Background: an optimization exercise with open tools, aiming at small area and a short achievable clock period. Do not read the settings as production practice. The RTL was checked by simulation tests, not by an equivalence proof against the original design. Power figures rest on the tool's default switching activity, not on a simulated workload.

===== flow/design.v =====
module ALU_PG (
    input  [15:0] data1,
    input  [15:0] data2,
    input         sub,
    output [15:0] p,
    output [15:0] g
);
    wire [15:0] b = data2 ^ {16{sub}};
    assign p = (data1 ^ data2) ^ {16{sub}};
    assign g = {data1[15:1] & b[15:1], (data1[0] & b[0]) | (p[0] & sub)};
endmodule
module ALU (
    input  [15:0] p,
    input  [15:0] g,
    input         sub,
    output [15:0] sum,
    output [15:0] and_result,
    output [15:0] or_result
);
    wire [15:0] g1, p1, g2, p2, g3, p3, c;
    genvar i;
    generate
        for (i = 0; i < 16; i = i + 1) begin : l1
            if (i >= 1) begin
                assign g1[i] = g[i] | (p[i] & g[i-1]);
                assign p1[i] = p[i] & p[i-1];
            end else begin
                assign g1[i] = g[i];
                assign p1[i] = p[i];
            end
        end
        for (i = 0; i < 16; i = i + 1) begin : l2
            if (i >= 2) begin
                assign g2[i] = g1[i] | (p1[i] & g1[i-2]);
                assign p2[i] = p1[i] & p1[i-2];
            end else begin
                assign g2[i] = g1[i];
                assign p2[i] = p1[i];
            end
        end
        for (i = 0; i < 16; i = i + 1) begin : l3
            if (i >= 4) begin
                assign g3[i] = g2[i] | (p2[i] & g2[i-4]);
                assign p3[i] = p2[i] & p2[i-4];
            end else begin
                assign g3[i] = g2[i];
                assign p3[i] = p2[i];
            end
        end
        for (i = 0; i < 16; i = i + 1) begin : l4
            if (i >= 8)
                assign c[i] = g3[i] | (p3[i] & g3[i-8]);
            else
                assign c[i] = g3[i];
        end
    endgenerate
    assign sum = p ^ {c[14:0], sub};
    assign and_result = g;
    assign or_result  = p | g;
endmodule
module Control_Unit (
    input  [3:0] opcode,
    output       mem_read,
    output       mem_write,
    output       reg_write,
    output [1:0] alu_op
);
    assign mem_read  = (opcode == 4'd5);
    assign mem_write = (opcode == 4'd6);
    assign reg_write = (opcode >= 4'd1) && (opcode <= 4'd5);
    assign alu_op    = (opcode == 4'd2) ? 2'd1 :
                       (opcode == 4'd3) ? 2'd2 :
                       (opcode == 4'd4) ? 2'd3 : 2'd0;
endmodule
module Register_File (
    input         clk,
    input         clear,
    input  [3:0]  next_reg1,     
    input  [3:0]  next_reg2,
    input  [15:0] read_sel1,     
    input  [15:0] read_sel2,
    input  [15:0] write_en,      
    input  [15:0] write_data,
    output reg [15:0] next_sel1,
    output reg [15:0] next_sel2,
    output reg [15:0] reg_data1,
    output reg [15:0] reg_data2
);
    reg [15:0] registers [0:15];
    integer i;
    always @(posedge clk) begin
        for (i = 0; i < 16; i = i + 1)
            if (write_en[i] || clear)
                registers[i] <= write_data & {16{~clear}};
    end
    always @(*) begin
        for (i = 0; i < 16; i = i + 1) begin
            next_sel1[i] = next_reg1 == i;
            next_sel2[i] = next_reg2 == i;
        end
    end
    always @(*) begin
        reg_data1 = 16'b0;
        reg_data2 = 16'b0;
        for (i = 0; i < 16; i = i + 1) begin
            reg_data1 = reg_data1 | (registers[i] & {16{read_sel1[i]}});
            reg_data2 = reg_data2 | (registers[i] & {16{read_sel2[i]}});
        end
    end
endmodule
module Hazard_Detection_Unit (
    input        clk,
    input        reset,
    input        id_mem_read,
    input  [3:0] id_rd,
    input  [15:0] instr,
    output reg   stall
);
    always @(posedge clk or posedge reset) begin
        if (reset)
            stall <= 1'b0;
        else if (id_mem_read && (id_rd == instr[11:8] || id_rd == instr[7:4]))
            stall <= 1'b1;
    end
endmodule
module CPU (
    input clk,
    input reset,
    output [15:0] pc,
    input [15:0] instr,
    output [15:0] alu_out,
    output mem_read,
    output mem_write,
    input [15:0] mem_data
);
    wire stall;
    reg  [1:0] after_reset;
    wire       rf_clear = after_reset != 2'd3;
    wire       started  = after_reset != 2'd0;
    reg        ex_sel_sum, ex_sel_and, ex_sel_or, wb_hold;
    reg [15:0] pc_reg;
    reg        id_mem_read, id_mem_write, id_reg_write;
    reg [1:0]  id_alu_op;
    reg        id_sub;
    reg [3:0]  id_ra;
    reg [15:0] id_sel1, id_sel2;   
    reg [15:0] ex_p, ex_g;
    reg        ex_sub;
    reg        ex_mem_read, ex_reg_write;
    reg [3:0]  ex_rd;
    reg [15:0] wb_result;
    reg        wb_mem_read;
    reg [15:0] wb_we;        
    wire       dec_mem_read, dec_mem_write, dec_reg_write;
    wire [1:0] dec_alu_op;
    wire [15:0] next_sel1, next_sel2;
    wire [15:0] rf_data1, rf_data2, id_p, id_g, alu_sum, alu_and, alu_or;
    reg  [15:0] ex_we;
    Control_Unit cu (
        .opcode(instr[15:12]),
        .mem_read(dec_mem_read),
        .mem_write(dec_mem_write),
        .reg_write(dec_reg_write),
        .alu_op(dec_alu_op)
    );
    Hazard_Detection_Unit hdu (
        .clk(clk),
        .reset(reset),
        .id_mem_read(id_mem_read),
        .id_rd(id_ra),
        .instr(instr),
        .stall(stall)
    );
    always @(posedge clk or posedge reset) begin
        if (reset) begin
            after_reset  <= 2'd0;
            pc_reg       <= 16'b0;
            id_mem_read  <= 1'b0;
            id_mem_write <= 1'b0;
        end else begin
            if (rf_clear)
                after_reset <= after_reset + 2'd1;
            pc_reg <= pc_reg + {15'b0, ~stall};
            if (!stall) begin
                id_mem_read  <= dec_mem_read;
                id_mem_write <= dec_mem_write;
            end
        end
    end
    always @(posedge clk) begin
        id_reg_write <= dec_reg_write;
        id_alu_op    <= dec_alu_op;
        id_sub       <= dec_alu_op == 2'd1;
        id_ra        <= instr[11:8];
        id_sel1      <= next_sel1;
        id_sel2      <= next_sel2;
    end
    Register_File rf (
        .clk(clk),
        .clear(rf_clear),
        .next_reg1(instr[11:8]),
        .next_reg2(instr[7:4]),
        .read_sel1(id_sel1),
        .read_sel2(id_sel2),
        .write_en(wb_we),
        .write_data(wb_mem_read ? mem_data : wb_result),
        .next_sel1(next_sel1),
        .next_sel2(next_sel2),
        .reg_data1(rf_data1),
        .reg_data2(rf_data2)
    );
    ALU_PG alu_pg (
        .data1(rf_data1),
        .data2(rf_data2),
        .sub(id_sub),
        .p(id_p),
        .g(id_g)
    );
    always @(posedge clk) begin
        ex_p         <= id_p;
        ex_g         <= id_g;
        ex_sub       <= id_sub;
        ex_mem_read  <= id_mem_read;
        ex_reg_write <= id_reg_write;
        ex_rd        <= id_ra;
    end
    ALU alu (
        .p(ex_p),
        .g(ex_g),
        .sub(ex_sub),
        .sum(alu_sum),
        .and_result(alu_and),
        .or_result(alu_or)
    );
    integer i;
    always @(*)
        for (i = 0; i < 16; i = i + 1)
            ex_we[i] = ex_reg_write && ex_rd == i;
    always @(posedge clk or posedge reset) begin
        if (reset) begin
            ex_sel_sum   <= 1'b0;
            ex_sel_and   <= 1'b0;
            ex_sel_or    <= 1'b0;
            wb_hold      <= 1'b0;
            wb_result    <= 16'b0;
        end else begin
            ex_sel_sum   <= started & ~stall & ~id_alu_op[1];
            ex_sel_and   <= started & ~stall & (id_alu_op == 2'd2);
            ex_sel_or    <= started & ~stall & (id_alu_op == 2'd3);
            wb_hold      <= started & stall;
            wb_result    <= (alu_sum & {16{ex_sel_sum}}) | (alu_and & {16{ex_sel_and}})
                          | (alu_or & {16{ex_sel_or}}) | (wb_result & {16{wb_hold}});
        end
    end
    always @(posedge clk) begin
        wb_mem_read <= ex_mem_read;
        wb_we       <= ex_we;
    end
    assign pc       = pc_reg;
    assign alu_out  = wb_result;
    assign mem_read = id_mem_read;
    assign mem_write = id_mem_write;
endmodule

===== flow/flow/run.sh =====
#!/bin/bash
set -euo pipefail
bash standard.sh synth > synth.log 2>&1
bash standard.sh MATCH_CELL_FOOTPRINT=0 \
  "BUFFER_PORTS_ARGS=-buffer_cell sky130_fd_sc_hd__buf_2" \
  "CTS_ARGS=-sink_clustering_enable -repair_clock_nets -buf_list sky130_fd_sc_hd__clkbuf_16 -sink_clustering_size 24 -sink_clustering_max_diameter 80 -dont_use_dummy_load" \
  finish > layout.log 2>&1

===== flow/standard.sh =====
#!/bin/bash
# synth_recipe.tcl (not shown) runs the flow's synth.tcl, then flattens the netlist and writes it again
# the make line also repeats each setting of config.mk as NAME=value (left out here)
make -C /OpenROAD-flow-scripts/flow DESIGN_CONFIG=/design/flow/config.mk WORK_HOME=/design/flow/orfs CLKGATE_MAP_FILE= SYNTH_SCRIPT=/design/flow/synth_recipe.tcl "${@:-finish}"

===== flow/config.mk =====
export PLATFORM = sky130hd
export DESIGN_NAME = CPU
export DESIGN_NICKNAME = CPU
export VERILOG_FILES = /design/flow/design.v
export SDC_FILE = /design/flow/constraint.sdc
export NUM_CORES = 4
export LEC_CHECK = 0
export CAP_MARGIN = 20
export CORE_MARGIN = 2
export CORE_UTILIZATION = 60
export CTS_BUF_LIST = sky130_fd_sc_hd__clkbuf_16
export CTS_CLUSTER_DIAMETER = 80
export CTS_CLUSTER_SIZE = 24
export SETUP_SLACK_MARGIN = 1.6
export SLEW_MARGIN = 20

===== flow/constraint.sdc =====
create_clock -name core_clock -period 3.5 [get_ports {clk}]
set_input_delay 0.7000 -clock core_clock [delete_from_list [all_inputs] [get_ports {clk}]]
set_output_delay 0.7000 -clock core_clock [all_outputs]
set_load 0.01 [all_outputs]

==> results.yml, run 1 <==
sta:
  drv_slew: 0
  fin_setup_tns_ns: 0
  finalCritPeriodShare: 0.5444
  hold_ws_ns: 0.2768
  setup_viol: 0
  rsz0062_at_grt: "true"
  fin_crit_ns: 1.906
  hold_viol: 0
  max_freq_mhz: 524.8
  max_slew_margin: 0.3582
  tightestPinTransition_ns: 0.9539
  skew_ns: 0.04553
yosys:
  async_flop_share: 0.1043
  synth_cells: 1187
  synth_edf_count: 256
  ys_types: 56
  synth_area_leader_cell: "edfxtp_1"
  avgSynthCellArea_sq_um: 13.44
  synth_top_area_frac: 0.4819
  ys_ff_latch: 393
  synthTopCellsByArea: "edfxtp_1 48%, dfxtp_1 12%, dfrtp_1 6.4%"
  syn_area_sq_um: 15950
  yosysWarnings: 4
  synth_most_common_cell: "edfxtp_1"
  ys_seq_area_frac: 0.6667
  synth_common_cells: "256 x edfxtp_1, 97 x a221oi_1, 96 x dfxtp_1"
  synth_nets: 1226
  ys.flop_type: "edfxtp_1"
floorplanning:
  ios: 68
  coreArea_sq_um: 26060
  die_h_um: 167.1
  rows: 59
  dieArea_sq_um: 27910
  dieWidth_um: 167.1
  initial_core_util: 0.6121
pwr:
  leakage_nw: 6.282
  switching_power_mw: 2.028
  combinationalPowerShare: 0.092
  clockPowerShare: 0.281
  ir_drop_uv: 431.0
  power.density_nw_per_um2: 488.9
  fin_total_pwr_mw: 8.492
  internal_power_mw: 6.464
  p_seq_frac: 0.628
  p_sw_frac: 0.2388
final_layout:
  final_cell_count_no_fill: 1546
  nNetsFinal: 1252
  fillers: 1924
  seqCellArea_sq_um: 10710
  multi_input_area_sq_um: 5142
  postLayoutCoreUtil: 0.6665
  drive_above_1_share: 0.1685
  area.growth.synth_to_final_pct: 8.887
  largest_register: "rf.registers"
  antenna_cells: 0
  largest_register_ffs: 256
clocking:
  cts_buffer_depth: 3
  cts_tree: "built"
  cts.root.buffer_cell: "clkbuf_16"
  cts.sinks: 393
  clk_latency_ns: 0.53
  clk_pin_slew_ns: 0.09
  hold_buffers: 0
  htreeDepth: 1
  cts_buffers: 20
route:
  viasPerCell: 7.153
  drt_wl_total_um: 46840
  drt-initial-drc-count: 1565
  routed-via-count: 11058
  avgRoutedWirePerCell_um: 30.30
  met3_length_um: 6099
  ant_nets: 0
  dr.pass1.iters: 5
  met1_length_um: 17520
  wl_met2_um: 20930
  drc_errors: 0
  highest_layer: "met4"
grt:
  overflow: 0
  grt_max_degree: 42
  grt_use_total: 0.3308
  antenna_found_initial: 0
  grt_first_pass_wirelength_um: 67650
  grt_pass1_vias: 10556
critical_path:
  endpoint_kind: "flip-flop"
  crit_arrival_ns: 2.28
  reg2reg_from: "id_sel2[1]"
  rrSetupSlack_ns: 1.59
  worstSetupPathType: "flip-flop to flip-flop"
  cp.required_ns: 3.88
  path_max_fanout: 16
  reg2regPathDepth: 5
  r2r-end: "ex_p[6]"
  worst_setup_path_start_kind: "flip-flop"
  startpoint: "id_sel2[1]"
placed_design:
  port_buffers: 63
  dp_hpwl_um: 26590
  gp_congestion: 0.8773
  dp_cells: 1516
job:
  drv_cap: 0
worst_hold_path:
  min_path_type: "primary input to async pin"
outcome:
  outcome: "no timing/DRC/antenna violations"
[cell type report]
type | instances | area share
flip-flops and latches | 393 | 0.6168
multi-input cells | 695 | 0.2961
clock buffers | 20 | 0.02881
inverters | 9 | 0.001945
repair buffers | 94 | 0.03227
well taps | 335 | 0.02413
[through the flow]
step | worst slack, ns | area (sq um)
finish | 1.594 | 17370
global route | 1.510 | 17370
CTS | 1.593 | 17110
detailed placement | 1.072 | 16490
global placement | 1.169 | 16490
floorplan | 1.746 | 15950
[placed cells by master, fill, tap and decap left out, types with 4 or more instances in the layout]
master,Yosys,final
xor2_1,15,15
a22o_1,94,94
a221oi_2,1,4
edfxtp_1,256,256
dfxtp_1,96,57
dfxtp_4,0,11
buf_4,1,30
dfxtp_2,0,28
xnor2_2,0,5
a221oi_1,97,93
nand3_1,46,46
clkbuf_16,0,20
nor3_1,20,20
nand2_1,22,22
nor2b_1,32,16
mux2i_1,19,19
nand4_1,18,18
nand3b_1,6,6
nor2b_4,0,6
nand2b_1,31,31
xnor2_1,50,45
a21o_1,4,4
dfrtp_1,41,40
nor2b_2,0,10
buf_2,2,63
a22oi_1,68,68
nor2_1,81,73
a21oi_1,29,26
inv_1,8,7
ha_1,5,4
nor2_2,0,6
a221o_1,11,11
nor4_1,4,4
o21ai_0,9,8
[how the worst max path moves through the flow]
stage	end	slack (ns)
after global routing	rf.registers[10][3]	1.51
after global placement	rf.registers[11][14]	1.17
final	ex_p[6]	1.59
after floorplan	rf.registers[0][10]	1.75
after detailed placement	rf.registers[11][14]	1.07
after CTS	wb_result[15]	1.59
[power by group through the flow]
stage	registers [mW]	logic [mW]	clock network, mW
final	5.33	0.778	2.38
after global routing	5.35	0.850	2.58
after global placement	5.41	0.679	0
after CTS	5.31	0.703	2.41
after detailed placement	5.42	0.688	0
after floorplan	5.28	0.586	0
[critical path: stages, from the launching register on]
cell and delay, ns:
dfxtp_4 0.46, a22o_1 0.24, a221oi_1 0.32, nand4_1 0.22, xnor2_1 0.19, xnor2_1 0.30
[logic make-up (layout without fill, tap and decap cells)]
group | Yosys count | in the layout | share of synthesized area
flops | 393 | 393 | 0.6667
buf+inv | 99 | 123 | 0.02424
fa+ha+maj | 5 | 5 | 0.003922
simple gates | 274 | 274 | 0.08856
compound gates | 329 | 329 | 0.1668
mux | 22 | 22 | 0.01404
xor+xnor | 65 | 65 | 0.03569
[metal layers]
layer	up-vias	track usage
met3	184	0.08365
met2	858	0.5064
met1	5326	0.4529
met4	0	0.1439
li1	4690	-
met5	-	0
[repair_timing]
item,4_1_cts,5_1_grt
pin swaps,1,10
endpoints found under the setup margin,299,272
gates resized for setup,55,47
setup buffers,1,9
==> run 2, diff against run 1 <==
--- a/flow/config.mk
+++ b/flow/config.mk
@@ -14,2 +14,3 @@
 export SETUP_SLACK_MARGIN = 1.6
 export SLEW_MARGIN = 20
+export TNS_END_PERCENT = 5
==> run 2 against run 1 <==
Worst setup slack lost 0.045 ns. Routed wire length decreased by 0.70%. Clock-buffer cell count stayed put. Clock skew about the same. Hold slack about the same. Combinational power fell by 7.6%. Synthesized cell count did not move. Sequential cell count unchanged. Largest cell class unchanged.
==> results.yml, run 2 <==
pwr:
  leakage_nw: 6.192
  power.density_nw_per_um2: 489.0
  ir_drop_uv: 432.7
clocking:
  cts_buffer_depth: 3
  clk_latency_ns: 0.54
  hold_buffers: 0
  cts.root.buffer_cell: "clkbuf_16"
  cts.sinks: 393
  htreeDepth: 1
  cts_buffers: 20
  cts_tree: "built"
  clk_pin_slew_ns: 0.10
route:
  drt_wl_total_um: 46510
  viasPerCell: 7.180
  ant_nets: 0
  routed-via-count: 11050
  avgRoutedWirePerCell_um: 30.22
  drt-initial-drc-count: 1534
  drc_errors: 0
  dr.pass1.iters: 5
floorplanning:
  rows: 59
  die_h_um: 167.1
  initial_core_util: 0.6121
  dieArea_sq_um: 27910
  coreArea_sq_um: 26060
  dieWidth_um: 167.1
  ios: 68
sta:
  fin_ws_ns: 1.549
  rsz0062_at_grt: "true"
  max_slew_margin: 0.4070
  setup_viol: 0
  fin_crit_ns: 1.951
  drv_slew: 0
  skew_ns: 0.04568
  hold_viol: 0
  hold_ws_ns: 0.2769
  fin_setup_tns_ns: 0
  finalCritPeriodShare: 0.5573
  tightestPinTransition_ns: 0.8814
  max_freq_mhz: 512.7
final_layout:
  largest_register_ffs: 256
  antenna_cells: 0
  area.growth.synth_to_final_pct: 7.891
  drive_above_1_share: 0.1512
  layout_common_cells: "256 x edfxtp_1, 95 x a221oi_1, 94 x a22o_1, 74 x nor2_1, 68 x a22oi_1"
  largest_register: "rf.registers"
  final_common_cell: "edfxtp_1"
  final_area_sq_um: 17210
  nNetsFinal: 1245
  fillers: 1958
  postLayoutCoreUtil: 0.6604
placed_design:
  post-place-ws_ns: 1.072
  port_buffers: 63
  gp_congestion: 0.8773
  dp_hpwl_um: 26590
  placed_area_sq_um: 16490
yosys:
  synth_top_area_frac: 0.4819
  synth_area_leader_cell: "edfxtp_1"
  syn_area_sq_um: 15950
  synthTopCellsByArea: "edfxtp_1 48%, dfxtp_1 12%, dfrtp_1 6.4%"
  synth_edf_count: 256
  synth_most_common_cell: "edfxtp_1"
  ys_ff_latch: 393
  synth_nets: 1226
  yosysWarnings: 4
  avgSynthCellArea_sq_um: 13.44
  synth_cells: 1187
  ys.flop_type: "edfxtp_1"
  synth_common_cells: "256 x edfxtp_1, 97 x a221oi_1, 96 x dfxtp_1"
  async_flop_share: 0.1043
  ys_seq_area_frac: 0.6667
  ys_types: 56
grt:
  overflow: 0
  grt_max_degree: 42
  grt_pass1_vias: 10546
  grt_use_total: 0.3306
  antenna_found_initial: 0
  grt_first_pass_wirelength_um: 67600
critical_path:
  worst_setup_path_start_kind: "flip-flop"
  reg2regPathDepth: 6
  path_max_fanout: 10
  r2r-end: "wb_result[15]"
  rrSetupSlack_ns: 1.55
  worstSetupPathType: "flip-flop to flip-flop"
  crit_arrival_ns: 2.37
  startpoint: "ex_p[11]"
  reg2reg_from: "ex_p[11]"
  cp.required_ns: 3.92
  cp-endpoint: "wb_result[15]"
  endpoint_kind: "flip-flop"
worst_hold_path:
  min_path_type: "primary input to async pin"
job:
  drv_cap: 0
outcome:
  outcome: "no timing/DRC/antenna violations"
## run 2: cells by family after synthesis
kind of cell               count (synthesis)  share of synthesized area
xor gates and xnor gates                  65                    0.03569
muxes                                     22                    0.01404
buffers and inverters                     99                    0.02424
and+or+nand+nor                          274                    0.08856
AOI/OAI and AO/OA                        329                     0.1668
adders and majority gates                  5                   0.003922
DFF                                      393                     0.6667
## run 2: where the power goes
| part | total (mW) | switching, mW | internal (mW) | leakage (nW) |
|---|---|---|---|---|
| logic | 0.719 | 0.399 | 0.319 | 2.29 |
| registers | 5.32 | 0.238 | 5.08 | 3.66 |
| clock network | 2.38 | 1.35 | 1.02 | 0.246 |
| total | 8.42 | 1.99 | 6.43 | 6.19 |
## run 2: critical path, cell delays in order, from the launching register on
cell      delay, ns
dfxtp_1        0.42
a21o_1         0.22
a21o_1         0.20
a31o_1         0.21
a221oi_2       0.40
xnor2_1        0.11
a221o_1        0.29
## run 2: repair_timing
item                                    4_1_cts  5_1_grt
pin swaps                                     0        4
endpoints found under the setup margin      299      291
setup buffers                                 0        3
gates resized for setup                      16       60
## run 2: metrics by stage
| step | instances | power, mW |
|---|---|---|
| floorplan | 1187 | 5.865 |
| global placement | 1516 | 6.094 |
| detailed placement | 1516 | 6.107 |
| CTS | 1536 | 8.415 |
| global route | 1539 | 8.708 |
| finish | 1539 | 8.416 |
## run 2: worst min-delay path by stage
stage	cells after the start	slack [ns]	endpoint
floorplan	0	0.31	ex_reg_write
global placement	0	0.31	ex_reg_write
detailed placement	0	0.33	ex_reg_write
CTS	3	0.29	pc_reg[13]
global route	3	0.31	wb_result[1]
finish	3	0.28	pc_reg[11]
## run 2: cell type report
type	count	area, sq um	area share
Sequential cell	393	10700	0.6219
Multi-Input combinational cell	695	5046	0.2932
Inverter	9	33.78	0.001963
Tap cell	335	419.2	0.02435
Clock buffer	20	500.5	0.02908
Timing Repair Buffer	87	508.0	0.02952
## run 2: routing by layer
metal / global-route usage / vias to the layer above / share of wire
met5: 0 / - / 0
met4: 0.1439 / 0 / 0.050
met3: 0.08365 / 204 / 0.13
met2: 0.5060 / 867 / 0.45
met1: 0.4524 / 5298 / 0.37
li1: - / 4681 / -
==> run 3, diff against run 2 <==
--- a/flow/config.mk
+++ b/flow/config.mk
@@ -14,3 +14,3 @@
 export SETUP_SLACK_MARGIN = 1.6
 export SLEW_MARGIN = 20
-export TNS_END_PERCENT = 5
+export TNS_END_PERCENT = 10
==> run 3 against run 2 <==
Die area unchanged. Maximum frequency is 0.24% higher. Sequential power barely moved. First-iteration DRC count is 8.4% higher. Via count hardly changed. Critical endpoint unchanged. Final area up 0.39%. Power up 0.27%. Routed wire length is 0.34% higher. Clock-buffer cell count is the same. Cell count up 0.13%. Non-clock buffer count rose by 2.
==> results.yml, run 3 <==
clocking:
  cts_buffers: 20
  htreeDepth: 1
  clk_pin_slew_ns: 0.10
  cts_tree: "built"
  cts.sinks: 393
  cts.root.buffer_cell: "clkbuf_16"
  cts_buffer_depth: 3
  clk_latency_ns: 0.54
job:
  drv_cap: 0
route:
  met3_length_um: 6073
  drt-initial-drc-count: 1663
  drc_errors: 0
  routed-via-count: 11058
  dr.pass1.iters: 5
  highest_layer: "met4"
  drt_wl_total_um: 46670
  wl_met2_um: 20750
  avgRoutedWirePerCell_um: 30.28
  viasPerCell: 7.176
  ant_nets: 0
  met1_length_um: 17430
floorplanning:
  rows: 59
  die_h_um: 167.1
  initial_core_util: 0.6121
  ios: 68
  coreArea_sq_um: 26060
  dieArea_sq_um: 27910
  dieWidth_um: 167.1
critical_path:
  path_max_fanout: 10
  worstSetupPathType: "flip-flop to flip-flop"
  cp_cell_sequence: "a21o_1 > a21o_1 > a31o_1 > a221oi_2 > xnor2_1 > a221o_1"
  crit_arrival_ns: 2.37
  slowest_delay_ns: 0.42
  reg2regPathDepth: 6
  crit_top_cell: "a21o_1"
  cp.required_ns: 3.92
  cp_slowest_cell: "dfxtp_1"
  worst_setup_path_start_kind: "flip-flop"
  endpoint_kind: "flip-flop"
yosys:
  synth_common_cells: "256 x edfxtp_1, 97 x a221oi_1, 96 x dfxtp_1"
  synth_top_area_frac: 0.4819
  yosysWarnings: 4
  ys_seq_area_frac: 0.6667
  async_flop_share: 0.1043
  avgSynthCellArea_sq_um: 13.44
  syn_area_sq_um: 15950
  synth_cells: 1187
  ys_types: 56
  synth_edf_count: 256
  synth_area_leader_cell: "edfxtp_1"
  synth_most_common_cell: "edfxtp_1"
  ys_ff_latch: 393
  synth_nets: 1226
  ys.flop_type: "edfxtp_1"
  synthTopCellsByArea: "edfxtp_1 48%, dfxtp_1 12%, dfrtp_1 6.4%"
grt:
  antenna_found_initial: 0
  grt_pass1_vias: 10546
  grt_first_pass_wirelength_um: 67600
  grt_max_degree: 42
  grt_use_total: 0.3306
  overflow: 0
placed_design:
  dp_hpwl_um: 26590
  post-place-ws_ns: 1.072
  dp_cells: 1516
  port_buffers: 63
  gp_congestion: 0.8773
final_layout:
  area.growth.synth_to_final_pct: 8.307
  drive_above_1_share: 0.1575
  final_cell_count_no_fill: 1541
  final_common_cell: "edfxtp_1"
  layout_common_cells: "256 x edfxtp_1, 94 x a22o_1, 93 x a221oi_1, 73 x nor2_1, 68 x a22oi_1"
  largest_register: "rf.registers"
  antenna_cells: 0
  nNetsFinal: 1247
  largest_register_ffs: 256
sta:
  fin_ws_ns: 1.554
  max_slew_margin: 0.3564
  rsz0062_at_grt: "true"
  fin_setup_tns_ns: 0
  skew_ns: 0.04829
  finalCritPeriodShare: 0.5560
  max_freq_mhz: 513.9
  drv_slew: 0
  setup_viol: 0
  hold_viol: 0
  fin_crit_ns: 1.946
  tightestPinTransition_ns: 0.9565
pwr:
  power.density_nw_per_um2: 488.5
  leakage_nw: 6.211
  ir_drop_uv: 431.4
worst_hold_path:
  min_path_type: "primary input to async pin"
outcome:
  outcome: "no timing/DRC/antenna violations"
## run 3: cell counts after synthesis
No cell type changed its count.
## run 3: cell families after synthesis
family,Yosys count,share of synthesized area
flip-flops,393,0.6667
AO/OA/AOI/OAI,329,0.1668
AND/OR/NAND/NOR,274,0.08856
buffers and inverters,99,0.02424
XOR/XNOR,65,0.03569
multiplexers,22,0.01404
adder cells (fa/ha/maj),5,0.003922
## run 3: per-layer routing
metal / vias to the layer above / track usage
met5: - / 0
met4: 0 / 0.1439
met3: 193 / 0.08365
met2: 837 / 0.5060
met1: 5349 / 0.4524
li1: 4679 / -
## run 3: what timing repair did
| item | in CTS | in global routing |
|---|---|---|
| setup endpoints to repair | 299 | 291 |
| setup buffers | 0 | 5 |
| pin swaps | 0 | 8 |
| resized for setup | 16 | 70 |
| hold buffers | 0 | 0 |
## run 3: power by group
| group | total (mW) | internal [mW] | switching [mW] |
|---|---|---|---|
| registers | 5.32 | 5.08 | 0.240 |
| logic | 0.736 | 0.325 | 0.410 |
| clock network | 2.38 | 1.02 | 1.36 |
## run 3: critical path: cells and delay by family, from the launching register on
kind            cells  cell delay, ns
flops               1            0.42
xor+xnor            1            0.12
compound gates      5            1.32
## run 3: worst paths after layout
check,startpoint,to,slack [ns]
max,ex_p[11],wb_result[15],1.55
min in group core_clock,ex_mem_read,wb_mem_read,0.34
max reg2reg,ex_p[11],wb_result[15],1.55
max in group asynchronous,reset,wb_result[7],2.83
min,reset,pc_reg[11],0.27
min reg2reg,ex_mem_read,wb_mem_read,0.34
## run 3: final cells by class
cell class | count | area [sq um]
clock buffers | 20 | 500.5
fillers | 1950 | 8782
inverters | 9 | 33.78
multi-input cells | 695 | 5095
flip-flops and latches | 393 | 10710
well taps | 335 | 419.2
repair buffers | 89 | 523.0
## run 3: per-stage QoR
stage / hold WS [ns] / power (mW) / area [sq um] / util
global route: 0.3145 / 8.724 / 17280 / 0.6630
detailed placement: 0.3291 / 6.107 / 16490 / 0.6328
global placement: 0.3134 / 6.094 / 16490 / 0.6328
floorplan: 0.3096 / 5.865 / 15950 / -
finish: 0.2717 / 8.439 / 17280 / 0.6630
CTS: 0.2865 / 8.415 / 17030 / 0.6535
==> run 4, diff against run 3 <==
==> flow/flow/run.sh (replaced) <==
#!/bin/bash
set -euo pipefail
bash standard.sh synth > synth.log 2>&1
bash standard.sh MATCH_CELL_FOOTPRINT=0 \
  "BUFFER_PORTS_ARGS=-buffer_cell sky130_fd_sc_hd__buf_1" \
  "CTS_ARGS=-sink_clustering_enable -repair_clock_nets -buf_list sky130_fd_sc_hd__clkbuf_16 -sink_clustering_size 24 -sink_clustering_max_diameter 80 -dont_use_dummy_load" \
  finish > layout.log 2>&1
--- a/flow/config.mk
+++ b/flow/config.mk
@@ -14,3 +14,2 @@
 export SETUP_SLACK_MARGIN = 1.6
 export SLEW_MARGIN = 20
-export TNS_END_PERCENT = 10
==> run 4 against run 3 <==
Still clean on timing, DRC and antenna. Die area did not move. Maximum frequency grew 0.90%. Sequential power barely moved. Critical path depth decreased by 1. Clock power is essentially flat. Via count increased by 1.7%. First-iteration DRC count increased by 7.3%. Routed wire length up 2.4%. Combinational power is 11% higher. Worst setup slack gained 0.017 ns. Final area increased by 0.75%. Clock skew is 0.0053 ns higher. Critical path type unchanged. Largest cell class unchanged. Largest power group unchanged. Highest routed layer unchanged.
==> results.yml, run 4 <==
yosys:
  synth_common_cells: "256 x edfxtp_1, 97 x a221oi_1, 96 x dfxtp_1"
  yosysWarnings: 4
  synth_most_common_cell: "edfxtp_1"
  synth_area_leader_cell: "edfxtp_1"
  avgSynthCellArea_sq_um: 13.44
  syn_area_sq_um: 15950
  synth_cells: 1187
  synthTopCellsByArea: "edfxtp_1 48%, dfxtp_1 12%, dfrtp_1 6.4%"
  async_flop_share: 0.1043
  ys_ff_latch: 393
  ys.flop_type: "edfxtp_1"
  synth_nets: 1226
  synth_edf_count: 256
  ys_seq_area_frac: 0.6667
  synth_top_area_frac: 0.4819
  ys_types: 56
final_layout:
  drive_above_1_share: 0.1297
  nNetsFinal: 1267
  postLayoutCoreUtil: 0.6680
  largest_register: "rf.registers"
  largest_register_ffs: 256
  antenna_cells: 0
  final_common_cell: "edfxtp_1"
  area.growth.synth_to_final_pct: 9.122
  multi_input_area_sq_um: 5144
  seqCellArea_sq_um: 10720
  fillers: 1936
  layout_common_cells: "256 x edfxtp_1, 94 x a22o_1, 93 x a221oi_1, 72 x nor2_1, 68 x a22oi_1"
clocking:
  cts_buffers: 20
  cts.sinks: 393
  cts.root.buffer_cell: "clkbuf_16"
  hold_buffers: 0
  htreeDepth: 1
  cts_buffer_depth: 3
  clk_latency_ns: 0.54
  clk_pin_slew_ns: 0.09
  cts_tree: "built"
outcome:
  outcome: "no timing/DRC/antenna violations"
sta:
  rsz0062_at_grt: "true"
  fin_setup_tns_ns: 0
  drv_slew: 0
  finalCritPeriodShare: 0.5510
  setup_viol: 0
  max_freq_mhz: 518.5
  tightestPinTransition_ns: 0.7299
  max_slew_margin: 0.5134
  hold_viol: 0
  skew_ns: 0.05355
  fin_crit_ns: 1.929
job:
  drv_cap: 0
floorplanning:
  die_h_um: 167.1
  coreArea_sq_um: 26060
  rows: 59
  dieArea_sq_um: 27910
  ios: 68
  initial_core_util: 0.6121
  dieWidth_um: 167.1
grt:
  grt_pass1_vias: 10439
  antenna_found_initial: 0
  grtUsageMet3: 0.07557
  grt_first_pass_wirelength_um: 68770
  grt_use_total: 0.3374
  use_met1: 0.4753
  grt_max_degree: 42
  grt.busiest_layer: "met2"
  overflow: 0
  grtUsageMet2: 0.5114
critical_path:
  cp.required_ns: 3.87
  worst_setup_path_start_kind: "flip-flop"
  reg2regPathDepth: 5
  cp_cell_sequence: "a22o_1 > a221oi_1 > nand4_1 > xnor2_2 > nor2b_1"
  path_max_fanout: 16
  startpoint: "id_sel2[1]"
  cp-endpoint: "ex_g[14]"
  reg2reg_from: "id_sel2[1]"
  endpoint_kind: "flip-flop"
  r2r-end: "ex_g[14]"
  crit_arrival_ns: 2.30
  slowest_delay_ns: 0.47
  rrSetupSlack_ns: 1.57
  worstSetupPathType: "flip-flop to flip-flop"
  cp_slowest_cell: "dfxtp_4"
pwr:
  clockPowerShare: 0.281
  p_sw_frac: 0.2405
  ir_drop_uv: 519.7
  combinationalPowerShare: 0.096
  switching_power_mw: 2.048
  internal_power_mw: 6.468
  fin_total_pwr_mw: 8.517
  p_seq_frac: 0.623
  leakage_nw: 6.107
  power.density_nw_per_um2: 489.3
worst_hold_path:
  min_path_type: "primary input to async pin"
placed_design:
  dp_hpwl_um: 27600
  port_buffers: 63
  gp_congestion: 0.8951
route:
  ant_nets: 0
  routed-via-count: 11246
  drt_wl_total_um: 47800
  drt-initial-drc-count: 1785
  avgRoutedWirePerCell_um: 30.62
  dr.pass1.iters: 6
  viasPerCell: 7.204
  drc_errors: 0
-- run 4: area by class of cell --
class                           instances  share of cell area
Clock buffer                           20             0.02875
Inverter                                9            0.001941
Multi-Input combinational cell        695              0.2955
Sequential cell                       393              0.6156
Tap cell                              335             0.02408
Timing Repair Buffer                  109             0.03414
-- run 4: timing repair --
item / CTS / global route
pin swaps: 2 / 15
gates resized for setup: 50 / 53
setup buffers: 1 / 12
setup endpoints to repair: 299 / 276
-- run 4: cell families after synthesis --
group,share of synthesized area
buffers and inverters,0.02424
DFF,0.6667
xor gates and xnor gates,0.03569
adders and majority gates,0.003922
AOI/OAI and AO/OA,0.1668
and+or+nand+nor,0.08856
muxes,0.01404
-- run 4: through the flow --
| stage | hold slack (ns) | instances | worst slack [ns] | instance area [sq um] |
|---|---|---|---|---|
| 6_report | 0.2681 | 1561 | 1.571 | 17410 |
| 5_1_grt | 0.3154 | 1561 | 1.523 | 17410 |
| 4_1_cts | 0.2892 | 1549 | 1.558 | 17120 |
| 3_5_place_dp | 0.3203 | 1528 | 1.066 | 16500 |
| 3_3_place_gp | 0.3144 | 1528 | 1.160 | 16500 |
| 2_1_floorplan | 0.3096 | 1187 | 1.746 | 15950 |
-- run 4: per-layer routing --
metal  vias to the layer above  wire length [um]
li1                       4716                 -
met1                      5427             18020
met2                       918             21140
met3                       185              6325
met4                         0              2302
met5                         -                 0
-- run 4: power by group through the flow --
stage,combinational [mW],sequential [mW],clock [mW]
floorplan,0.586,5.28,0
global placement,0.704,5.40,0
detailed placement,0.716,5.40,0
CTS,0.732,5.29,2.41
global route,0.888,5.32,2.56
finish,0.814,5.31,2.40
-- run 4: critical path: cells and delay by family, from the launching register on --
family | cells | cell delay (ns)
AO/OA/AOI/OAI | 2 | 0.56
flip-flops | 1 | 0.47
AND/OR/NAND/NOR | 2 | 0.47
XOR/XNOR | 1 | 0.24
-- run 4: how the worst min path moves through the flow --
stage / from / endpoint / slack [ns] / cells after the start
6_report: reset / wb_result[1] / 0.27 / 3
5_1_grt: reset / wb_result[5] / 0.32 / 3
4_1_cts: reset / wb_result[1] / 0.29 / 3
3_5_place_dp: id_reg_write / ex_reg_write / 0.32 / 0
3_3_place_gp: id_reg_write / ex_reg_write / 0.31 / 0
2_1_floorplan: id_reg_write / ex_reg_write / 0.31 / 0
==> run 5, diff against run 4 <==
==> flow/flow/run.sh (replaced) <==
#!/bin/bash
set -euo pipefail
bash standard.sh synth > synth.log 2>&1
bash standard.sh MATCH_CELL_FOOTPRINT=0 \
  "BUFFER_PORTS_ARGS=-buffer_cell sky130_fd_sc_hd__buf_2" \
  "CTS_ARGS=-sink_clustering_enable -repair_clock_nets -buf_list sky130_fd_sc_hd__clkbuf_16 -sink_clustering_size 24 -sink_clustering_max_diameter 80 -dont_use_dummy_load" \
  finish > layout.log 2>&1
--- a/flow/config.mk
+++ b/flow/config.mk
@@ -12,4 +12,5 @@
 export CTS_CLUSTER_DIAMETER = 80
 export CTS_CLUSTER_SIZE = 24
-export SETUP_SLACK_MARGIN = 1.6
+export SETUP_SLACK_MARGIN = 1.7
 export SLEW_MARGIN = 20
+export TNS_END_PERCENT = 30
==> run 5 against run 4 <==
Non-clock buffer count rose by 13. Combinational power is 3.7% higher. Synthesized cell count is the same. Utilization up 1.8 points. Critical path type unchanged. Critical endpoint is now rf.registers[9][15].
==> results.yml, run 5 <==
outcome:
  outcome: "no timing/DRC/antenna violations"
critical_path:
  worstSetupPathType: "flip-flop to flip-flop"
  reg2reg_from: "after_reset[0]"
  cp_slowest_cell: "nor2b_2"
  path_max_fanout: 34
  endpoint_kind: "flip-flop"
  reg2regPathDepth: 3
  worst_setup_path_start_kind: "flip-flop"
  path_delay_family: "simple AND/OR/NAND/NOR gates"
  cp_cell_sequence: "ha_1 > buf_4 > nor2b_2"
  r2r-end: "rf.registers[9][15]"
  path_buf_inv: 1
  slowest_delay_ns: 0.60
  crit_arrival_ns: 2.13
  cp.required_ns: 3.75
  rrSetupSlack_ns: 1.62
final_layout:
  final_common_cell: "edfxtp_1"
  area.growth.synth_to_final_pct: 12.12
  drive_above_1_share: 0.2098
  layout_common_cells: "256 x edfxtp_1, 94 x a22o_1, 80 x a221oi_1, 68 x nor2_1, 68 x a22oi_1"
  final_area_sq_um: 17880
  nNetsFinal: 1280
  largest_register_ffs: 256
  largest_register: "rf.registers"
  multi_input_area_sq_um: 5315
  seqCellArea_sq_um: 10740
  antenna_cells: 0
  fillers: 1867
sta:
  drv_slew: 0
  max_freq_mhz: 532.6
  finalCritPeriodShare: 0.5364
  skew_ns: 0.04520
  max_slew_margin: 0.3998
  tightestPinTransition_ns: 0.8920
  fin_crit_ns: 1.878
  hold_viol: 0
  rsz0062_at_grt: "true"
  setup_viol: 0
  fin_setup_tns_ns: 0
placed_design:
  port_buffers: 63
  dp_hpwl_um: 26590
  placed_area_sq_um: 16490
  gp_congestion: 0.8773
yosys:
  syn_area_sq_um: 15950
  avgSynthCellArea_sq_um: 13.44
  synth_most_common_cell: "edfxtp_1"
  ys_types: 56
  synth_top_area_frac: 0.4819
  synth_area_leader_cell: "edfxtp_1"
  synth_nets: 1226
  ys.flop_type: "edfxtp_1"
  yosysWarnings: 4
  synth_common_cells: "256 x edfxtp_1, 97 x a221oi_1, 96 x dfxtp_1"
  synth_cells: 1187
  ys_seq_area_frac: 0.6667
  synth_edf_count: 256
  ys_ff_latch: 393
  async_flop_share: 0.1043
  synthTopCellsByArea: "edfxtp_1 48%, dfxtp_1 12%, dfrtp_1 6.4%"
route:
  viasPerCell: 7.127
  routed-via-count: 11218
  drt_wl_total_um: 47190
  ant_nets: 0
  drc_errors: 0
  drt-initial-drc-count: 1672
  avgRoutedWirePerCell_um: 29.98
  dr.pass1.iters: 5
grt:
  grt_use_total: 0.3306
  grt_first_pass_wirelength_um: 67600
  antenna_found_initial: 0
  overflow: 0
  grt_max_degree: 42
  grt_pass1_vias: 10535
floorplanning:
  ios: 68
  dieArea_sq_um: 27910
  dieWidth_um: 167.1
  initial_core_util: 0.6121
  coreArea_sq_um: 26060
  rows: 59
  die_h_um: 167.1
clocking:
  cts_buffer_depth: 3
  clk_latency_ns: 0.53
  htreeDepth: 1
  cts.sinks: 393
  cts_tree: "built"
  clk_pin_slew_ns: 0.10
  cts_buffers: 20
  hold_buffers: 0
  cts.root.buffer_cell: "clkbuf_16"
worst_hold_path:
  min_path_type: "primary input to async pin"
pwr:
  ir_drop_uv: 435.7
  leakage_nw: 6.542
  power.density_nw_per_um2: 477.9
job:
  drv_cap: 0
run 5: changes by cell type in the layout (fill, tap and decap cells not counted), sizes merged:
cell	previous run	this run
buf	109	122
run 5: kinds of logic after synthesis:
group | after synthesis | share of synthesized area
adder cells (fa/ha/maj) | 5 | 0.003922
flip-flops | 393 | 0.6667
AO/OA/AOI/OAI | 329 | 0.1668
buffers and inverters | 99 | 0.02424
AND/OR/NAND/NOR | 274 | 0.08856
multiplexers | 22 | 0.01404
XOR/XNOR | 65 | 0.03569
run 5: area by class of cell:
type / instances / area share
Multi-Input combinational cell: 695 / 0.2972
Sequential cell: 393 / 0.6004
Clock buffer: 20 / 0.02798
Inverter: 9 / 0.001889
Timing Repair Buffer: 122 / 0.04911
Tap cell: 335 / 0.02344
run 5: metrics by stage:
stage	setup slack, ns	hold slack, ns	power [mW]	instances	util
global placement	1.169	0.3134	6.094	1516	0.6328
finish	1.622	0.2767	8.547	1574	0.6863
CTS	1.562	0.2865	8.424	1536	0.6566
global route	1.502	0.3130	8.833	1574	0.6863
floorplan	1.746	0.3096	5.865	1187	-
detailed placement	1.072	0.3291	6.107	1516	0.6328
run 5: how the worst max path moves through the flow:
stage                                end      startpoint  slack, ns  depth (start not counted)
finish               rf.registers[9][15]  after_reset[0]       1.62                          3
global route         rf.registers[10][3]  after_reset[0]       1.50                          3
CTS                              ex_p[6]      id_sel1[3]       1.56                          5
detailed placement  rf.registers[11][14]     wb_mem_read       1.07                          2
global placement    rf.registers[11][14]     wb_mem_read       1.17                          2
floorplan            rf.registers[0][10]     wb_mem_read       1.75                          4
run 5: power by group:
group | internal, mW | switching (mW)
registers | 5.09 | 0.228
clock network | 1.02 | 1.36
logic | 0.386 | 0.458
run 5: worst min-delay path: stages:
cell      delay [ns]
buf_2           0.10
clkinv_1        0.03
buf_4           0.43
run 5: what timing repair did:
action / CTS / global route
setup endpoints to repair: 323 / 447
gates cloned: 0 / 0
setup buffers: 0 / 38
resized for setup: 54 / 93
pin swaps: 0 / 27
run 5: metal layers:
metal / vias to the layer above / share of wire / wire [um] / track usage
met3: 169 / 0.13 / 6184 / 0.08341
met5: - / 0 / 0 / 0
met2: 882 / 0.45 / 21300 / 0.5080
met4: 0 / 0.047 / 2213 / 0.1421
met1: 5418 / 0.37 / 17490 / 0.4515
li1: 4749 / - / - / -
==> run 6, diff against run 5 <==
--- a/flow/design.v
+++ b/flow/design.v
@@ -3,15 +3,18 @@
     input  [15:0] data2,
     input         sub,
-    output [15:0] p,
-    output [15:0] g
+    output [15:0] t,
+    output [15:0] g,
+    output        sum0
 );
     wire [15:0] b = data2 ^ {16{sub}};
-    assign p = (data1 ^ data2) ^ {16{sub}};
-    assign g = {data1[15:1] & b[15:1], (data1[0] & b[0]) | (p[0] & sub)};
+    wire [15:0] gen = data1 & b;
+    assign t    = data1 | b;
+    assign g    = {gen[15:1], sub ? t[0] : gen[0]};
+    assign sum0 = data1[0] ^ data2[0];
 endmodule
 module ALU (
-    input  [15:0] p,
+    input  [15:0] t,
     input  [15:0] g,
-    input         sub,
+    input         sum0,
     output [15:0] sum,
     output [15:0] and_result,
@@ -23,9 +26,9 @@
         for (i = 0; i < 16; i = i + 1) begin : l1
             if (i >= 1) begin
-                assign g1[i] = g[i] | (p[i] & g[i-1]);
-                assign p1[i] = p[i] & p[i-1];
+                assign g1[i] = g[i] | (t[i] & g[i-1]);
+                assign p1[i] = t[i] & t[i-1];
             end else begin
                 assign g1[i] = g[i];
-                assign p1[i] = p[i];
+                assign p1[i] = t[i];
             end
         end
@@ -55,7 +58,8 @@
         end
     endgenerate
-    assign sum = p ^ {c[14:0], sub};
+    wire [15:0] p = t & ~g;
+    assign sum = {p[15:1] ^ c[14:0], sum0};
     assign and_result = g;
-    assign or_result  = p | g;
+    assign or_result  = t;
 endmodule
 module Control_Unit (
@@ -145,6 +149,6 @@
     reg [3:0]  id_ra;
     reg [15:0] id_sel1, id_sel2;   
-    reg [15:0] ex_p, ex_g;
-    reg        ex_sub;
+    reg [15:0] ex_t, ex_g;
+    reg        ex_sum0;
     reg        ex_mem_read, ex_reg_write;
     reg [3:0]  ex_rd;
@@ -155,5 +159,6 @@
     wire [1:0] dec_alu_op;
     wire [15:0] next_sel1, next_sel2;
-    wire [15:0] rf_data1, rf_data2, id_p, id_g, alu_sum, alu_and, alu_or;
+    wire [15:0] rf_data1, rf_data2, id_t, id_g, alu_sum, alu_and, alu_or;
+    wire        id_sum0;
     reg  [15:0] ex_we;
     Control_Unit cu (
@@ -214,11 +219,12 @@
         .data2(rf_data2),
         .sub(id_sub),
-        .p(id_p),
-        .g(id_g)
-    );
-    always @(posedge clk) begin
-        ex_p         <= id_p;
+        .t(id_t),
+        .g(id_g),
+        .sum0(id_sum0)
+    );
+    always @(posedge clk) begin
+        ex_t         <= id_t;
         ex_g         <= id_g;
-        ex_sub       <= id_sub;
+        ex_sum0      <= id_sum0;
         ex_mem_read  <= id_mem_read;
         ex_reg_write <= id_reg_write;
@@ -226,7 +232,7 @@
     end
     ALU alu (
-        .p(ex_p),
+        .t(ex_t),
         .g(ex_g),
-        .sub(ex_sub),
+        .sum0(ex_sum0),
         .sum(alu_sum),
         .and_result(alu_and),
--- a/flow/config.mk
+++ b/flow/config.mk
@@ -12,5 +12,5 @@
 export CTS_CLUSTER_DIAMETER = 80
 export CTS_CLUSTER_SIZE = 24
-export SETUP_SLACK_MARGIN = 1.7
+export SETUP_SLACK_MARGIN = 1.6
 export SLEW_MARGIN = 20
-export TNS_END_PERCENT = 30
+export TNS_END_PERCENT = 10
==> run 6 against run 5 <==
Synthesized area shrank 0.67%. Sequential cell count is the same. Clock skew shrank 0.0042 ns. Routed wire length grew 4.8%. Utilization shrank 2.7 points. Hold slack lost 0.10 ns. Synthesized cell count is essentially flat. Sequential share of layout area grew 2.3 points. Critical endpoint is now ex_sum0. Maximum frequency shrank 3.9%. Largest cell class unchanged. Critical path type unchanged.
==> results.yml, run 6 <==
clocking:
  cts_tree: "built"
  htreeDepth: 1
  clk_latency_ns: 0.55
  hold_buffers: 0
  cts_buffer_depth: 3
  clk_pin_slew_ns: 0.09
  cts.root.buffer_cell: "clkbuf_16"
  cts_buffers: 20
  cts.sinks: 393
route:
  drt-initial-drc-count: 1838
  dr.pass1.iters: 8
  viasPerCell: 7.297
  drc_errors: 0
  routed-via-count: 11333
  drt_wl_total_um: 49460
  ant_nets: 0
  avgRoutedWirePerCell_um: 31.85
critical_path:
  r2r-end: "ex_sum0"
  path_max_fanout: 16
  endpoint_kind: "flip-flop"
  startpoint: "id_sel1[2]"
  worst_setup_path_start_kind: "flip-flop"
  reg2reg_from: "id_sel1[2]"
  worstSetupPathType: "flip-flop to flip-flop"
  crit_arrival_ns: 2.35
  cp-endpoint: "ex_sum0"
  reg2regPathDepth: 4
  cp.required_ns: 3.90
  rrSetupSlack_ns: 1.55
yosys:
  ys.flop_type: "edfxtp_1"
  async_flop_share: 0.1043
  synth_area_leader_cell: "edfxtp_1"
  yosysWarnings: 4
  synth_top_area_frac: 0.4852
  synth_xor_area_frac: 0.02322
  synthTopCellsByArea: "edfxtp_1 49%, dfxtp_1 12%, dfrtp_1 6.5%"
  ys_seq_area_frac: 0.6712
  synthAdderAreaFrac: 0.003159
  synth_common_cells: "256 x edfxtp_1, 96 x dfxtp_1, 95 x a221oi_1, 95 x a22o_1, 84 x clkbuf_1"
  muxShareOfSynthArea: 0.01271
  ys_types: 58
  synth_top_family_by_area: "compound AO/OA/AOI/OAI gates"
  synth_nets: 1224
  synth_compound_area_frac: 0.1728
  syn_area_sq_um: 15850
  synth_cells: 1186
  synth-simple-area-share: 0.09097
  avgSynthCellArea_sq_um: 13.36
  synth_most_common_cell: "edfxtp_1"
  synth_edf_count: 256
  ys_ff_latch: 393
placed_design:
  placed_area_sq_um: 16510
  port_buffers: 63
  gp_congestion: 0.9192
  dp_hpwl_um: 28600
sta:
  setup_viol: 0
  skew_ns: 0.04098
  fin_crit_ns: 1.953
  finalCritPeriodShare: 0.5581
  max_slew_margin: 0.1995
  max_freq_mhz: 512.0
  fin_setup_tns_ns: 0
  rsz0062_at_grt: "true"
  drv_slew: 0
  tightestPinTransition_ns: 1.199
  hold_viol: 0
final_layout:
  area.growth.synth_to_final_pct: 8.070
  final_common_cell: "edfxtp_1"
  nNetsFinal: 1258
  layout_common_cells: "256 x edfxtp_1, 95 x a22o_1, 94 x a221oi_1, 78 x a22oi_1"
  largest_register: "rf.registers"
  multi_input_area_sq_um: 4857
  antenna_cells: 0
  drive_above_1_share: 0.1420
  fillers: 1948
  final_area_sq_um: 17120
  largest_register_ffs: 256
  seqCellArea_sq_um: 10670
pwr:
  power.density_nw_per_um2: 482.8
  leakage_nw: 6.251
  ir_drop_uv: 587.6
grt:
  grt_max_degree: 25
  grt.busiest_layer: "met2"
  antenna_found_initial: 0
  grtUsageMet2: 0.5352
  grt_use_total: 0.3519
  grt_first_pass_wirelength_um: 71010
  overflow: 0
  grtUsageMet3: 0.08721
  grt_pass1_vias: 10886
  use_met1: 0.4774
floorplanning:
  dieArea_sq_um: 27720
  rows: 59
  dieWidth_um: 166.5
  coreArea_sq_um: 25980
  initial_core_util: 0.6098
  die_h_um: 166.5
  ios: 68
worst_hold_path:
  min_path_type: "primary input to async pin"
outcome:
  outcome: "no timing/DRC/antenna violations"
job:
  drv_cap: 0
==> run 6: repair_timing <==
item	CTS	global route
endpoints found under the setup margin	500	192
buffers inserted	0	2
resized for setup	15	27
pin swaps	0	2
==> run 6: how the worst min path moves through the flow <==
stage,startpoint,slack (ns),to
6_report,reset,0.18,pc_reg[7]
5_1_grt,reset,0.22,pc_reg[7]
4_1_cts,reset,0.19,pc_reg[5]
3_5_place_dp,ex_mem_read,0.31,wb_mem_read
3_3_place_gp,ex_mem_read,0.31,wb_mem_read
2_1_floorplan,id_reg_write,0.31,ex_reg_write
==> run 6: power by group <==
group / switching (mW) / total, mW / leakage, nW / internal [mW]
Combinational: 0.374 / 0.607 / 2.35 / 0.233
Sequential: 0.203 / 5.27 / 3.65 / 5.07
Clock: 1.37 / 2.39 / 0.246 / 1.03
Total: 1.94 / 8.27 / 6.25 / 6.32
==> run 6: layout make-up <==
| type | count | area share |
|---|---|---|
| Multi-Input combinational cell | 685 | 0.2836 |
| Sequential cell | 393 | 0.6232 |
| Tap cell | 335 | 0.02448 |
| Inverter | 19 | 0.004165 |
| Timing Repair Buffer | 101 | 0.03529 |
| Clock buffer | 20 | 0.02923 |
==> run 6: through the flow <==
step,util,hold slack [ns],power [mW],std cells,worst slack (ns)
final,0.6590,0.1753,8.268,1553,1.547
after global routing,0.6590,0.2177,8.504,1553,1.526
after CTS,0.6558,0.1883,8.261,1551,1.468
after detailed placement,0.6354,0.3121,5.953,1531,1.095
after global placement,0.6354,0.3102,5.942,1531,1.254
after floorplan,-,0.3096,5.692,1186,1.746
==> run 6: cells by family (layout without fill, tap and decap cells) <==
group | count (synthesis) | count (layout)
buf+inv | 108 | 140
fa+ha+maj | 4 | 4
xor+xnor | 42 | 42
mux | 20 | 20
compound gates | 333 | 333
simple gates | 286 | 286
flops | 393 | 393
==> run 6: layer usage <==
metal	share of wire	vias up
li1	-	4729
met1	0.36	5487
met2	0.45	907
met3	0.13	210
met4	0.059	0
met5	0	-
==> run 6: worst max-delay path: stages, from the launching register on <==
cell	delay [ns]
dfxtp_1	1.12
a221oi_1	0.28
nand3_1	0.14
nor2_1	0.10
xor2_1	0.16
==> run 7, diff against run 6 <==
--- a/flow/config.mk
+++ b/flow/config.mk
@@ -14,3 +14,3 @@
 export SETUP_SLACK_MARGIN = 1.6
 export SLEW_MARGIN = 20
-export TNS_END_PERCENT = 10
+export TNS_END_PERCENT = 100
==> run 7 against run 6 <==
Combinational power is 1% higher. First-iteration DRC count is 8.6% higher. Cell count is 0.19% higher. Critical path depth is 2 higher. Non-clock buffer count is 3 higher. Hold slack worse by 0.0061 ns. Critical endpoint is now ex_g[1]. Largest cell class unchanged. Highest routed layer unchanged.
==> results.yml, run 7 <==
outcome:
  outcome: "no timing/DRC/antenna violations"
route:
  ant_nets: 0
  dr.pass1.iters: 7
  drt_wl_total_um: 49570
  drt-initial-drc-count: 1996
  viasPerCell: 7.346
  drc_errors: 0
  avgRoutedWirePerCell_um: 31.86
  routed-via-count: 11431
pwr:
  ir_drop_uv: 589.7
  p_seq_frac: 0.636
  switching_power_mw: 1.952
  leakage_nw: 6.267
  power.density_nw_per_um2: 482.5
  p_sw_frac: 0.2356
  clockPowerShare: 0.289
  internal_power_mw: 6.330
  combinationalPowerShare: 0.074
  fin_total_pwr_mw: 8.282
yosys:
  synth_edf_count: 256
  ys_ff_latch: 393
  synth_cells: 1186
  synth_most_common_cell: "edfxtp_1"
  synth_area_leader_cell: "edfxtp_1"
  synth_common_cells: "256 x edfxtp_1, 96 x dfxtp_1, 95 x a221oi_1, 95 x a22o_1, 84 x clkbuf_1"
  syn_area_sq_um: 15850
  yosysWarnings: 4
  synth_nets: 1224
  ys.flop_type: "edfxtp_1"
  async_flop_share: 0.1043
  synth_top_area_frac: 0.4852
  synthTopCellsByArea: "edfxtp_1 49%, dfxtp_1 12%, dfrtp_1 6.5%"
  avgSynthCellArea_sq_um: 13.36
  ys_types: 58
  ys_seq_area_frac: 0.6712
grt:
  grt_max_degree: 25
  overflow: 0
  grt_pass1_vias: 10872
  grt_use_total: 0.3520
  antenna_found_initial: 0
  grt_first_pass_wirelength_um: 71020
sta:
  fin_crit_ns: 1.929
  tightestPinTransition_ns: 1.132
  hold_ws_ns: 0.1691
  skew_ns: 0.04196
  max_slew_margin: 0.2442
  rsz0062_at_grt: "false"
  finalCritPeriodShare: 0.5512
  hold_viol: 0
  fin_setup_tns_ns: 0
  drv_slew: 0
  setup_viol: 0
  max_freq_mhz: 518.4
final_layout:
  fillers: 1940
  final_cell_count_no_fill: 1556
  antenna_cells: 0
  largest_register_ffs: 256
  layout_common_cells: "256 x edfxtp_1, 95 x a22o_1, 94 x a221oi_1, 78 x a22oi_1, 72 x nor2_1"
  drive_above_1_share: 0.1474
  final_common_cell: "edfxtp_1"
  largest_register: "rf.registers"
  area.growth.synth_to_final_pct: 8.323
  nNetsFinal: 1261
critical_path:
  path_max_fanout: 12
  endpoint_kind: "flip-flop"
  startpoint: "id_sel2[11]"
  reg2regPathDepth: 6
  crit_arrival_ns: 2.36
  worstSetupPathType: "flip-flop to flip-flop"
  worst_setup_path_start_kind: "flip-flop"
  rrSetupSlack_ns: 1.57
  reg2reg_from: "id_sel2[11]"
  r2r-end: "ex_g[1]"
  cp.required_ns: 3.93
placed_design:
  gp_congestion: 0.9192
  port_buffers: 63
  dp_cells: 1531
  dp_hpwl_um: 28600
clocking:
  cts_tree: "built"
  cts_buffer_depth: 3
  cts.sinks: 393
  cts.root.buffer_cell: "clkbuf_16"
  htreeDepth: 1
  clk_latency_ns: 0.55
  cts_buffers: 20
  clk_pin_slew_ns: 0.09
  hold_buffers: 0
job:
  drv_cap: 0
floorplanning:
  rows: 59
  coreArea_sq_um: 25980
  dieWidth_um: 166.5
  initial_core_util: 0.6098
  die_h_um: 166.5
  ios: 68
  dieArea_sq_um: 27720
worst_hold_path:
  min_path_type: "primary input to async pin"
run 7: routing by layer:
| layer | wire (um) | share of wire | global-route usage | up-vias |
|---|---|---|---|---|
| met5 | 0 | 0 | 0 | - |
| met3 | 6016 | 0.12 | 0.08674 | 207 |
| met4 | 2809 | 0.057 | 0.1739 | 0 |
| met1 | 18460 | 0.37 | 0.4779 | 5628 |
| li1 | - | - | - | 4733 |
| met2 | 22280 | 0.45 | 0.5361 | 863 |
run 7: critical path: stages, from the launching register on:
cell      delay [ns]
dfxtp_1         0.43
buf_6           0.24
a22o_1          0.21
a221oi_1        0.26
nand4_1         0.19
xnor2_1         0.38
nor2_1          0.10
run 7: power groups by stage:
stage | Combinational, mW | Clock (mW) | Sequential [mW]
after global routing | 0.673 | 2.56 | 5.28
after detailed placement | 0.592 | 0 | 5.36
after global placement | 0.584 | 0 | 5.36
final | 0.616 | 2.40 | 5.27
after CTS | 0.597 | 2.41 | 5.26
after floorplan | 0.454 | 0 | 5.24
run 7: through the flow:
stage               area, sq um  setup slack (ns)    util
floorplan                 15850             1.746       -
global placement          16510             1.254  0.6354
detailed placement        16510             1.095  0.6354
CTS                       17080             1.606  0.6573
global route              17160             1.594  0.6605
finish                    17160             1.571  0.6605
run 7: worst max path at each step:
stage               slack, ns  cells past startpoint              endpoint
CTS                      1.61                      6               ex_g[1]
floorplan                1.75                      4   rf.registers[0][10]
finish                   1.57                      6               ex_g[1]
global placement         1.25                      2   rf.registers[0][11]
detailed placement       1.09                      2  rf.registers[11][11]
global route             1.59                      6               ex_t[8]
run 7: layout make-up:
cell class	count	area (sq um)	share of cell area
flip-flops and latches	393	10680	0.6222
multi-input cells	685	4867	0.2836
repair buffers	104	626.9	0.03652
clock buffers	20	500.5	0.02916
well taps	335	419.2	0.02442
inverters	19	71.32	0.004155
run 7: cells by family (layout without fill, tap and decap cells):
group                    after synthesis  in the layout  synth area share
flip-flops                           393            393            0.6712
AO/OA/AOI/OAI                        333            333            0.1728
AND/OR/NAND/NOR                      286            286           0.09097
buffers and inverters                108            143           0.02598
XOR/XNOR                              42             42           0.02322
multiplexers                          20             20           0.01271
adder cells (fa/ha/maj)                4              4          0.003159
run 7: repair_timing:
action	CTS	global route
pin swaps	0	2
resized for setup	33	18
endpoints found under the setup margin	500	26
setup buffers	1	4
==> run 8, diff against run 7 <==
--- a/flow/config.mk
+++ b/flow/config.mk
@@ -12,5 +12,5 @@
 export CTS_CLUSTER_DIAMETER = 80
 export CTS_CLUSTER_SIZE = 24
-export SETUP_SLACK_MARGIN = 1.6
+export SETUP_SLACK_MARGIN = 1.8
 export SLEW_MARGIN = 20
 export TNS_END_PERCENT = 100
==> run 8 against run 7 <==
Still clean. Routed wire length fell by 0.85%. Via count is 1.1% higher. Final area is 6.6% higher. Sequential share of layout area down 3.5 points. Critical endpoint is now ex_g[5].
==> results.yml, run 8 <==
critical_path:
  reg2reg_from: "id_sel2[8]"
  path_max_fanout: 16
  worst_setup_path_start_kind: "flip-flop"
  rrSetupSlack_ns: 1.70
  worstSetupPathType: "flip-flop to flip-flop"
  r2r-end: "ex_g[5]"
  cp.required_ns: 3.88
  reg2regPathDepth: 4
  crit_arrival_ns: 2.18
  endpoint_kind: "flip-flop"
route:
  highest_layer: "met5"
  drt-initial-drc-count: 1829
  ant_nets: 0
  avgRoutedWirePerCell_um: 30.21
  routed-via-count: 11554
  drc_errors: 0
  met3_length_um: 6473
  wl_met2_um: 22060
  drt_wl_total_um: 49150
  viasPerCell: 7.101
  met1_length_um: 17870
  dr.pass1.iters: 6
pwr:
  power.density_nw_per_um2: 457.4
  combinationalPowerShare: 0.084
  switching_power_mw: 1.987
  ir_drop_uv: 437.9
  p_seq_frac: 0.627
  internal_power_mw: 6.378
  fin_total_pwr_mw: 8.365
  p_sw_frac: 0.2376
  leakage_nw: 6.849
  clockPowerShare: 0.288
grt:
  antenna_found_initial: 1
  overflow: 0
  grt_pass1_vias: 10914
  grt_max_degree: 25
  grt_first_pass_wirelength_um: 70200
  grt_use_total: 0.3443
sta:
  setup_viol: 0
  rsz0062_at_grt: "true"
  finalCritPeriodShare: 0.5138
  fin_setup_tns_ns: 0
  max_slew_margin: 0.3296
  hold_ws_ns: 0.2083
  drv_slew: 0
  fin_crit_ns: 1.798
  tightestPinTransition_ns: 1.004
  fin_ws_ns: 1.702
  max_freq_mhz: 556.1
  skew_ns: 0.08315
  hold_viol: 0
final_layout:
  nNetsFinal: 1332
  final_common_cell: "edfxtp_1"
  fillers: 1817
  largest_register_ffs: 256
  layout_common_cells: "256 x edfxtp_1, 95 x a22o_1, 80 x buf_4, 78 x a22oi_1, 74 x a221oi_1"
  largest_register: "rf.registers"
  postLayoutCoreUtil: 0.7038
  area.growth.synth_to_final_pct: 15.42
  drive_above_1_share: 0.2399
  final_cell_count_no_fill: 1627
  antenna_cells: 0
  final_area_sq_um: 18290
yosys:
  synth_nets: 1224
  synth_area_leader_cell: "edfxtp_1"
  synth_cells: 1186
  ys_seq_area_frac: 0.6712
  ys_types: 58
  ys_ff_latch: 393
  synth_common_cells: "256 x edfxtp_1, 96 x dfxtp_1, 95 x a221oi_1, 95 x a22o_1, 84 x clkbuf_1"
  ys.flop_type: "edfxtp_1"
  yosysWarnings: 4
  synthTopCellsByArea: "edfxtp_1 49%, dfxtp_1 12%, dfrtp_1 6.5%"
  async_flop_share: 0.1043
  synth_top_area_frac: 0.4852
  synth_edf_count: 256
  synth_most_common_cell: "edfxtp_1"
  syn_area_sq_um: 15850
  avgSynthCellArea_sq_um: 13.36
outcome:
  outcome: "no timing/DRC/antenna violations"
placed_design:
  port_buffers: 63
  dp_cells: 1521
  dp_hpwl_um: 27150
  placed_area_sq_um: 16460
  gp_congestion: 0.8612
  post-place-ws_ns: 1.331
floorplanning:
  initial_core_util: 0.6098
  dieArea_sq_um: 27720
  coreArea_sq_um: 25980
  ios: 68
  die_h_um: 166.5
  rows: 59
  dieWidth_um: 166.5
clocking:
  cts.sinks: 393
  clk_pin_slew_ns: 0.09
  cts_buffer_depth: 3
  cts.root.buffer_cell: "clkbuf_16"
  cts_tree: "built"
  clk_latency_ns: 0.55
  htreeDepth: 1
  cts_buffers: 20
worst_hold_path:
  min_path_type: "primary input to async pin"
job:
  drv_cap: 0
==> run 8: cell counts after synthesis <==
No cell type changed its count.
==> run 8: area by class of cell <==
| class | instances | area, sq um | area share |
|---|---|---|---|
| Sequential cell | 393 | 10750 | 0.5875 |
| Tap cell | 335 | 419.2 | 0.02292 |
| Inverter | 19 | 73.82 | 0.004036 |
| Timing Repair Buffer | 175 | 1395 | 0.07628 |
| Multi-Input combinational cell | 685 | 5155 | 0.2819 |
| Clock buffer | 20 | 500.5 | 0.02737 |
==> run 8: routing by layer <==
layer  vias up  GRT usage
li1       4884          -
met1      5552     0.4504
met2       916     0.5381
met3       200    0.09458
met4         2     0.1642
met5         -          0
==> run 8: power by group through the flow <==
stage	Sequential (mW)	Clock (mW)	Combinational (mW)
floorplan	5.24	0	0.456
global placement	5.35	0	0.571
detailed placement	5.35	0	0.580
CTS	5.24	2.42	0.659
global route	5.26	2.56	0.761
finish	5.25	2.41	0.704
==> run 8: kinds of logic after synthesis <==
| family | after synthesis | share of synthesized area |
|---|---|---|
| mux | 20 | 0.01271 |
| buf+inv | 108 | 0.02598 |
| simple gates | 286 | 0.09097 |
| xor+xnor | 42 | 0.02322 |
| compound gates | 333 | 0.1728 |
| fa+ha+maj | 4 | 0.003159 |
| flops | 393 | 0.6712 |
==> run 8: worst max-delay path by stage <==
stage | startpoint | end | slack, ns | depth (start not counted)
finish | id_sel2[8] | ex_g[5] | 1.70 | 4
global route | id_sel2[0] | ex_t[5] | 1.61 | 6
CTS | ex_g[0] | wb_result[9] | 1.75 | 7
detailed placement | after_reset[0] | rf.registers[4][3] | 1.33 | 2
global placement | after_reset[0] | rf.registers[11][3] | 1.39 | 2
floorplan | after_reset[0] | rf.registers[10][0] | 1.84 | 3
==> run 8: critical path, stage by stage (launching register included) <==
cell and delay [ns]:
dfxtp_2 0.56, a221oi_1 0.38, nand4_1 0.33, xnor2_1 0.28, nor2_1 0.08
==> run 8: timing repair <==
item	in CTS	in global routing
endpoints found under the hold margin	0	0
setup buffers	73	12
gates resized for setup	121	40
pin swaps	34	28
hold buffers	0	0
gates cloned	1	0
endpoints found under the setup margin	590	490

-- separate check: timing with driven ports --
In the flow no input, the clock included, has a driving cell. The finished layouts below were timed again as built, in two steps.
Step 1 sets driving cells, clkbuf_16 on the clock port and buf_2 on the other inputs (assumed; they add their load-dependent delay and slew).
Step 2, shift: input delay + t, output delay - t, t = (earliest + latest rising clock arrival at the registers) / 2. This alone moves slack from input paths to output paths.
Slacks: no drivers / after step 1 / after step 2; pairs: no drivers / after step 1.
run	t, ns	setup slack, ns	hold WS [ns]	cell pins on the clock port's net
run 1	0.563	1.594 / 1.594 / 1.272	0.277 / 0.245 / 0.340	1
run 2	0.565	1.549 / 1.549 / 1.342	0.277 / 0.246 / 0.343	1
run 3	0.564	1.554 / 1.554 / 1.279	0.272 / 0.240 / 0.340	1
run 4	0.568	1.571 / 1.571 / 1.448	0.268 / 0.239 / 0.334	1
run 5	0.564	1.622 / 1.597 / 1.332	0.277 / 0.245 / 0.341	1
run 6	0.584	1.547 / 1.547 / 1.547	0.175 / 0.138 / 0.340	1
run 7	0.587	1.571 / 1.571 / 1.571	0.169 / 0.132 / 0.341	1
run 8	0.564	1.702 / 1.702 / 1.596	0.208 / 0.183 / 0.346	1
After both steps every run listed still meets setup and hold. The setup slack of run 1, which loses most, moves by 0.000 ns with the drivers and by -0.322 ns with both steps.
